Source: an optimization exercise on an open RTL-to-GDS flow (aim: small area). Production flows keep margins and buffers that such runs may drop. RTL that was checked went through simulation tests only; none was proved equivalent to the original.

==> inputs of onyx <==
// sample_generator
module sample_generator#(
        parameter integer C_M_AXIS_DATA_WIDTH = 16
    )(
        input wire                                      ACLK,
        input wire                                      ARESETN,
        input wire [C_M_AXIS_DATA_WIDTH-1:0]            tlast_throttle,
        input wire [C_M_AXIS_DATA_WIDTH-1:0]            clk_divider,
        input wire                                      enable,
        input wire                                      insert_error,          
        output reg  [C_M_AXIS_DATA_WIDTH-1:0]           M_AXIS_TDATA,
        output wire [(C_M_AXIS_DATA_WIDTH/8)-1:0]       M_AXIS_TKEEP,
        output reg                                      M_AXIS_TLAST,
        input  wire                                     M_AXIS_TREADY,
        output reg                                      M_AXIS_TVALID
    );
    wire                            sample_clk;
  ...
==> module sample_clk_gen, before the edit <==
module sample_clk_gen#(
        parameter integer C_M_AXIS_DATA_WIDTH = 32
    )(
        input wire                              ACLK,
        input wire                              ARESETN,
        input wire [C_M_AXIS_DATA_WIDTH-1:0]    clk_divider,               
        output reg                              sample_clk
    );
    reg [C_M_AXIS_DATA_WIDTH-1:0] counter_r;
    always @(posedge ACLK) begin
        if(~ARESETN) begin
            sample_clk <= 1'b0;
            counter_r <= 'd0;
        end
        else begin
            if(clk_divider > 1) begin
                if(counter_r < (clk_divider - 'd2)) begin
                    counter_r <= counter_r + 'd1;
                end
                else begin
                    counter_r <= 'd0;
                    if(sample_clk == 1'b0) begin
                        sample_clk <= 1'b1;
                    end
                    else begin
                        sample_clk <= 1'b0;
                    end
                end
            end
        end
    end
endmodule
==> module count_data_gen, before the edit <==
module count_data_gen#(
        parameter integer C_M_AXIS_DATA_WIDTH = 32
    )(
        input wire                              ACLK,
        input wire                              ARESETN,
        input wire                              sample_clk,
        input wire                              enable,               
        output reg [C_M_AXIS_DATA_WIDTH-1:0]    sample_data,
        output reg                              data_valid
    );
    reg trigger_sample_write;
always @(posedge ACLK) begin
    if(~ARESETN) begin
        sample_data <= 'd0;
        data_valid <= 1'b0;
        trigger_sample_write <= 1'b1; 
    end
    else begin
        if(data_valid) begin
            data_valid <= 1'b0;
        end
        if(enable) begin
            if(sample_clk && trigger_sample_write) begin
                sample_data <= sample_data + 'd1;
                data_valid <= 1'b1;
                trigger_sample_write <= 1'b0;
            end
            else if(~sample_clk) begin
                trigger_sample_write <= 1'b1;
            end
        end
    end
end
endmodule
==> module sample_generator, before the edit <==
module sample_generator#(
        parameter integer C_M_AXIS_DATA_WIDTH = 16
    )(
        input wire                                      ACLK,
        input wire                                      ARESETN,
        input wire [C_M_AXIS_DATA_WIDTH-1:0]            tlast_throttle,
        input wire [C_M_AXIS_DATA_WIDTH-1:0]            clk_divider,
        input wire                                      enable,
        input wire                                      insert_error,          
        output reg  [C_M_AXIS_DATA_WIDTH-1:0]           M_AXIS_TDATA,
        output wire [(C_M_AXIS_DATA_WIDTH/8)-1:0]       M_AXIS_TKEEP,
        output reg                                      M_AXIS_TLAST,
        input  wire                                     M_AXIS_TREADY,
        output reg                                      M_AXIS_TVALID
    );
    wire                            sample_clk;
    sample_clk_gen #(
        .C_M_AXIS_DATA_WIDTH(C_M_AXIS_DATA_WIDTH)
    ) sample_clk_gen_inst (
        .ACLK(ACLK),
        .ARESETN(ARESETN),
        .clk_divider(clk_divider),
        .sample_clk(sample_clk)
    );
    wire [C_M_AXIS_DATA_WIDTH-1:0]  sample_data;
    wire                            data_valid;
    count_data_gen #(
        .C_M_AXIS_DATA_WIDTH(C_M_AXIS_DATA_WIDTH)
    ) count_data_gen_inst (
        .ACLK(ACLK),
        .ARESETN(ARESETN),
        .sample_clk(sample_clk),
        .enable(enable),
        .sample_data(sample_data),
        .data_valid(data_valid)
    );
    reg                             insert_error_r;
    reg                             insert_error_ack_r;
    always @(posedge ACLK) begin
        if(~ARESETN) begin
           insert_error_r <= 1'b0;
        end
        else begin
            if(insert_error && ~insert_error_ack_r) begin
                insert_error_r <= 1'b1;
            end
            else if(~insert_error && insert_error_ack_r) begin
                insert_error_r <= 1'b0;
            end
            else begin
                insert_error_r <= insert_error_r;
            end
        end
    end
    assign M_AXIS_TKEEP = {(C_M_AXIS_DATA_WIDTH/8){1'b1}};
    reg [C_M_AXIS_DATA_WIDTH-1:0]   databeat_counter_r;
    always @(posedge ACLK) begin
        if(~ARESETN) begin
            M_AXIS_TDATA <= 'd0;
            M_AXIS_TVALID <= 1'b0;
            M_AXIS_TLAST <= 1'b0;
            insert_error_ack_r <= 1'b0;
            databeat_counter_r <= 'd0;
        end
        else begin
            if(M_AXIS_TREADY && M_AXIS_TVALID) begin
               M_AXIS_TVALID <= 1'b0;
            end
            if(M_AXIS_TREADY && M_AXIS_TLAST) begin
               M_AXIS_TLAST <= 1'b0;
            end
            if(data_valid) begin
                if(insert_error_r && ~insert_error_ack_r) begin
                    M_AXIS_TDATA <= sample_data - 'd2;
                    insert_error_ack_r <= 1'b1;
                end
                else if(~insert_error_r && insert_error_ack_r) begin
                    insert_error_ack_r <= 1'b0;
                    M_AXIS_TDATA <= sample_data;
                end
                else begin
                    M_AXIS_TDATA <= sample_data;
                end
                M_AXIS_TVALID <= 1'b1;
                if(databeat_counter_r < (tlast_throttle - 'd1)) begin
                    databeat_counter_r <= databeat_counter_r + 'd1;
                end else begin
                    databeat_counter_r <= 'd0;
                    M_AXIS_TLAST <= 1'b1;
                end       
            end
        end
    end
endmodule
==> flow/config.mk <==
export PLATFORM = sky130hd
export DESIGN_NAME = sample_generator
export DESIGN_NICKNAME = sample_generator
export VERILOG_FILES = /design/flow/design.v
export SDC_FILE = /design/flow/constraint.sdc
export NUM_CORES = 4
export LEC_CHECK = 0
export CAP_MARGIN = 20
export CORE_MARGIN = 2
export CORE_UTILIZATION = 40
export SLEW_MARGIN = 20
==> flow/constraint.sdc <==
create_clock -name core_clock -period 4.0 [get_ports {ACLK}]
set_input_delay 0.8000 -clock core_clock [delete_from_list [all_inputs] [get_ports {ACLK}]]
set_output_delay 0.8000 -clock core_clock [all_outputs]
set_load 0.01 [all_outputs]
run.sh (not shown) runs the stock make flow with config.mk's settings and CLKGATE_MAP_FILE= SYNTH_SCRIPT=/design/flow/synth_recipe.tcl, a recipe that flattens the netlist after the stock synthesis.
==> yarrow: changes against onyx <==
==> flow/design.v (replaced) <==
`timescale 1ns / 1ps
module sample_generator#(
        parameter integer C_M_AXIS_DATA_WIDTH = 16
    )(
        input wire                                      ACLK,
        input wire                                      ARESETN,
        input wire [C_M_AXIS_DATA_WIDTH-1:0]            tlast_throttle,
        input wire [C_M_AXIS_DATA_WIDTH-1:0]            clk_divider,
        input wire                                      enable,
        input wire                                      insert_error,
        output reg  [C_M_AXIS_DATA_WIDTH-1:0]           M_AXIS_TDATA,
        output wire [(C_M_AXIS_DATA_WIDTH/8)-1:0]       M_AXIS_TKEEP,
        output reg                                      M_AXIS_TLAST,
        input  wire                                     M_AXIS_TREADY,
        output reg                                      M_AXIS_TVALID
    );
    localparam integer W = C_M_AXIS_DATA_WIDTH;
    assign M_AXIS_TKEEP = {(W/8){1'b1}};
    reg [W-1:0] div_r;
    reg         sample_clk;
    always @(posedge ACLK) begin
        if (~ARESETN) begin
            div_r <= 'd2;
            sample_clk <= 1'b0;
        end else if (|clk_divider[W-1:1]) begin
            if (div_r < clk_divider) begin
                div_r <= div_r + 'd1;
            end else begin
                div_r <= 'd2;
                sample_clk <= ~sample_clk;
            end
        end
    end
    reg trigger_r;
    reg data_valid;
    always @(posedge ACLK) begin
        if (~ARESETN) begin
            trigger_r <= 1'b1;
            data_valid <= 1'b0;
        end else begin
            data_valid <= enable & sample_clk & trigger_r;
            if (enable)
                trigger_r <= ~sample_clk;
        end
    end
    reg insert_error_r;
    reg insert_error_ack_r;
    reg err_last_r;
    wire err_now = insert_error_r & ~insert_error_ack_r;
    always @(posedge ACLK) begin
        if (~ARESETN) begin
            insert_error_r <= 1'b0;
        end else if (insert_error & ~insert_error_ack_r) begin
            insert_error_r <= 1'b1;
        end else if (~insert_error & insert_error_ack_r) begin
            insert_error_r <= 1'b0;
        end
    end
    reg [W-1:0] databeat_counter_r;
    always @(posedge ACLK) begin
        if (~ARESETN) begin
            M_AXIS_TDATA <= 'd0;
            M_AXIS_TVALID <= 1'b0;
            M_AXIS_TLAST <= 1'b0;
            insert_error_ack_r <= 1'b0;
            err_last_r <= 1'b0;
            databeat_counter_r <= 'd0;
        end else begin
            if (M_AXIS_TREADY && M_AXIS_TVALID)
                M_AXIS_TVALID <= 1'b0;
            if (M_AXIS_TREADY && M_AXIS_TLAST)
                M_AXIS_TLAST <= 1'b0;
            if (data_valid) begin
                M_AXIS_TDATA <= M_AXIS_TDATA + {{(W-2){1'b0}}, err_last_r, 1'b1} - {{(W-2){1'b0}}, err_now, 1'b0};
                insert_error_ack_r <= insert_error_r;
                err_last_r <= err_now;
                M_AXIS_TVALID <= 1'b1;
                if (databeat_counter_r < (tlast_throttle - 'd1)) begin
                    databeat_counter_r <= databeat_counter_r + 'd1;
                end else begin
                    databeat_counter_r <= 'd0;
                    M_AXIS_TLAST <= 1'b1;
                end
            end
        end
    end
endmodule
==> comparison table <==
Status: yarrow finished clean; onyx finished clean
Multi-input gate count: yarrow 395; onyx 423
Critical Path Fanout Max: yarrow 12; onyx 15
Via count of the first global-routing pass: yarrow 3,654; onyx 3,628
Die H: yarrow 105 um; onyx 109 um
Global-route wire length before repair: yarrow 16,200 um; onyx 16,900 um
Length of routed met2 wiring: yarrow 4570 um; onyx 4550 um
CP arrival: yarrow 3.92 ns; onyx 3.95 ns
FILL cells: yarrow 956; onyx 1,028
Die span in x: yarrow 105 um; onyx 109 um
# Taps: yarrow 133; onyx 140
Total number of vias: yarrow 3,673; onyx 3,848
Post-synthesis share of cell area spent on xor and xnor gates: yarrow 0.107; onyx 0.162
Function not checked in yarrow: the RTL went through the layout flow alone.

port drivers added, routing unchanged:
No port has a modelled driver above. Below, the same layouts with a new extraction and two added sets of constraints. Step 1 sets driving cells, clkbuf_16 on the clock port and buf_2 on the other inputs (assumed; they add their load-dependent delay and slew). Step 2 times the ports against the registers' clock, not the clock port: input delays grow and output delays shrink by t, the midpoint of the rising clock arrivals with the driver on. Three values: ideal, step 1, step 2; two values: the first two.
| run | shift t [ns] | slack for setup (ns) | cell pins on the clock port's net |
|---|---|---|---|
| onyx | 0.371 | 0.275 / 0.283 / -0.088 | 1 |
| yarrow | 0.343 | 0.332 / 0.342 / 0.000 | 1 |
With both steps, setup timing fails in onyx, where it was met with ideal ports. For onyx, which loses most, drivers alone change the setup slack by +0.008 ns; drivers and shift together by -0.363 ns.
